Background: an optimization exercise with open tools, aiming at small area. Do not read the settings as production practice. In this exercise RTL edits were held to simulation tests only and were not proved equivalent to the original. Power is estimated from default activity; no workload was simulated.

## VGA
module VGA(CLOCK_50, reset, VGA_R, VGA_G, VGA_B, VGA_HS, VGA_VS, SW, PaddleBtn, PauseBtn, HEX0_D, HEX1_D, HEX2_D, LEDG);
input		wire				CLOCK_50;
input		wire				reset;
input 	wire	[9:0]		SW;
input		wire	[1:0]		PaddleBtn;
input		wire				PauseBtn;
output 	wire 	[2:0]		LEDG;
output 	wire 	[6:0]		HEX0_D;
output 	wire 	[6:0]		HEX1_D;
output 	wire 	[6:0]		HEX2_D;
output	wire	[3:0]		VGA_R;
output	wire	[3:0]		VGA_G;
output	wire	[3:0]		VGA_B;
output	wire	[0:0]		VGA_HS;
output	wire	[0:0]		VGA_VS;
function [10:0] add;
	input [10:0] a;
	input [10:0] b;
	input        ci;
	integer i;
	reg c;
	begin
		c = ci;
		for (i = 0; i < 11; i = i + 1) begin
			add[i] = a[i] ^ b[i] ^ c;
			c = (a[i] & b[i]) | (c & (a[i] ^ b[i]));
		end
	end
endfunction
function [9:0] updn;
	input [9:0] q;
	input       en;
	input       dn;
	integer i;
	reg c;
	begin
		c = en;
		for (i = 0; i < 10; i = i + 1) begin
			updn[i] = q[i] ^ c;
			c = c & (q[i] ^ dn);
		end
	end
endfunction
function ltu;
	input [10:0] a;
	input [10:0] b;
	integer i;
	reg lt;
	begin
		lt = 1'b0;
		for (i = 0; i < 11; i = i + 1)
			lt = (~a[i] & b[i]) | (~(a[i] ^ b[i]) & lt);
		ltu = lt;
	end
endfunction
reg [9:0] hx;
reg [9:0] vy;
reg       vs_r;
wire      hend = (hx == 10'd640);
wire [9:0] hx_i = updn(hx, 1'b1, 1'b0);
wire [9:0] vy_i = updn(vy, 1'b1, 1'b0);
always @(posedge CLOCK_50) begin
	if (reset) begin
		hx <= 10'd864;
		vy <= 10'd979;
	end else if (hend) begin
		hx <= 10'd865;
		vy <= (vy == 10'd480) ? 10'd980 : vy_i;
	end else
		hx <= hx_i;
end
  ...
export LEC_CHECK = 0
export CAP_MARGIN = 20
export CORE_MARGIN = 2
export CORE_UTILIZATION = 40
export SLEW_MARGIN = 20
create_clock -name core_clock -period 10.0 [get_ports {CLOCK_50}]
standard.sh (not shown) runs the stock make flow with config.mk's settings and CLKGATE_MAP_FILE= SYNTH_SCRIPT=/design/flow/synth_recipe.tcl, a recipe that flattens the netlist after the stock synthesis.
==> flow/flow/run.sh <==
#!/bin/bash
# Own layout flow: the standard synthesis, then an area-oriented re-mapping
# of the combinational logic (registers, adders and tie cells kept as they
# are), then the standard ORFS layout with small port buffers and a lighter
# clock tree.  Each tool writes its full output to a log_*.txt file here.
set -euo pipefail
W="$(cd "$(dirname "${BASH_SOURCE[0]}")/.." && pwd)"
cd "$W"
R="$W/orfs/results/${FLOW_PLATFORM:-sky130hd}/VGA/base"
LIB="$FLOW_HOME/platforms/sky130hd/lib/sky130_fd_sc_hd__tt_025C_1v80.lib"

# 1. standard synthesis
bash standard.sh synth > log_1_synth.txt 2>&1
cp "$R/1_2_yosys.v" "$W/standard_1_2_yosys.v"

# 2. re-map the combinational logic for area
DU=""
for c in $(sed -n '/^export DONT_USE_CELLS/,/^#/p' "$FLOW_HOME/platforms/sky130hd/config.mk" | grep -o 'sky130_fd_sc_hd__[a-z0-9_]*'); do
	DU="$DU -dont_use $c"
done
cat > "$W/resyn.ys" <<EOY
read_liberty -ignore_miss_func $LIB
blackbox sky130_fd_sc_hd__dfxtp_1 sky130_fd_sc_hd__conb_1 sky130_fd_sc_hd__fa_1 sky130_fd_sc_hd__ha_1
read_verilog $W/standard_1_2_yosys.v
hierarchy -top VGA
flatten
opt_clean -purge
abc -liberty $LIB $DU -script $W/flow/area.abc
read_liberty -lib -overwrite -ignore_miss_func $LIB
opt_clean -purge
hilomap -singleton -hicell sky130_fd_sc_hd__conb_1 HI -locell sky130_fd_sc_hd__conb_1 LO
insbuf -buf sky130_fd_sc_hd__buf_4 A X
splitnets
opt_clean -purge
check -assert
tee -o $W/resyn_stat.txt stat -liberty $LIB
write_verilog -noattr -nohex -nodec $R/1_2_yosys.v
EOY
yosys -s "$W/resyn.ys" > log_2_resyn.txt 2>&1

# 3. rebuild the synthesis database from the new netlist
bash standard.sh do-1_synth > log_3_synth_odb.txt 2>&1

# 4. the rest of the standard layout
bash standard.sh finish \
	"BUFFER_PORTS_ARGS=-buffer_cell sky130_fd_sc_hd__buf_1" \
	> log_4_layout.txt 2>&1
==> flow/flow/area.abc <==
strash
balance; rewrite; refactor; balance; rewrite; rewrite -z; balance; refactor -z; rewrite -z; balance
dch -f
amap
strash
balance; rewrite; refactor; balance; rewrite; rewrite -z; balance; refactor -z; rewrite -z; balance
dch -f
amap
topo
The starting point completed with no timing, DRC or antenna violations.
==> next run, changes <==
--- a/flow/flow/run.sh
+++ b/flow/flow/run.sh
@@ -29 +28,0 @@
-read_liberty -lib -overwrite -ignore_miss_func $LIB
@@ -39 +38 @@
-yosys -s "$W/resyn.ys" > log_2_resyn.txt 2>&1
+yosys -c /dev/null -s "$W/resyn.ys" > log_2_resyn.txt 2>&1
The changed run produced a clean layout.
Synthesized area is higher by about 10%.
Critical path depth goes down by 9.
Global-route usage shrinks by 0.13 points.
Power grows by about 3.7%.

-- static timing again, ports no longer ideal --
How much do the figures lean on ideal ports? The routed layouts below were timed once more, with nothing changed but the port constraints. Step 1: set_driving_cell puts a clkbuf_16 on CLOCK_50 and a buf_2 on each other input, an assumption about the parent block. Step 2, shift: input delay + t, output delay - t, t = (earliest + latest rising clock arrival at the registers) / 2. This alone moves slack from input paths to output paths. a / b / c = ideal / step 1 / step 2; a / b = the first two.
run | shift t [ns] | setup WS [ns] | worst setup path at the end
the first run | 0.456 | 1.102 / 1.123 / 0.667 | input to register
the second run | 0.473 | 1.990 / 2.013 / 1.540 | input to register
After both steps setup and hold are still met in every run listed. For the second run, which loses most, drivers alone change the setup slack by +0.023 ns; drivers and shift together by -0.450 ns.
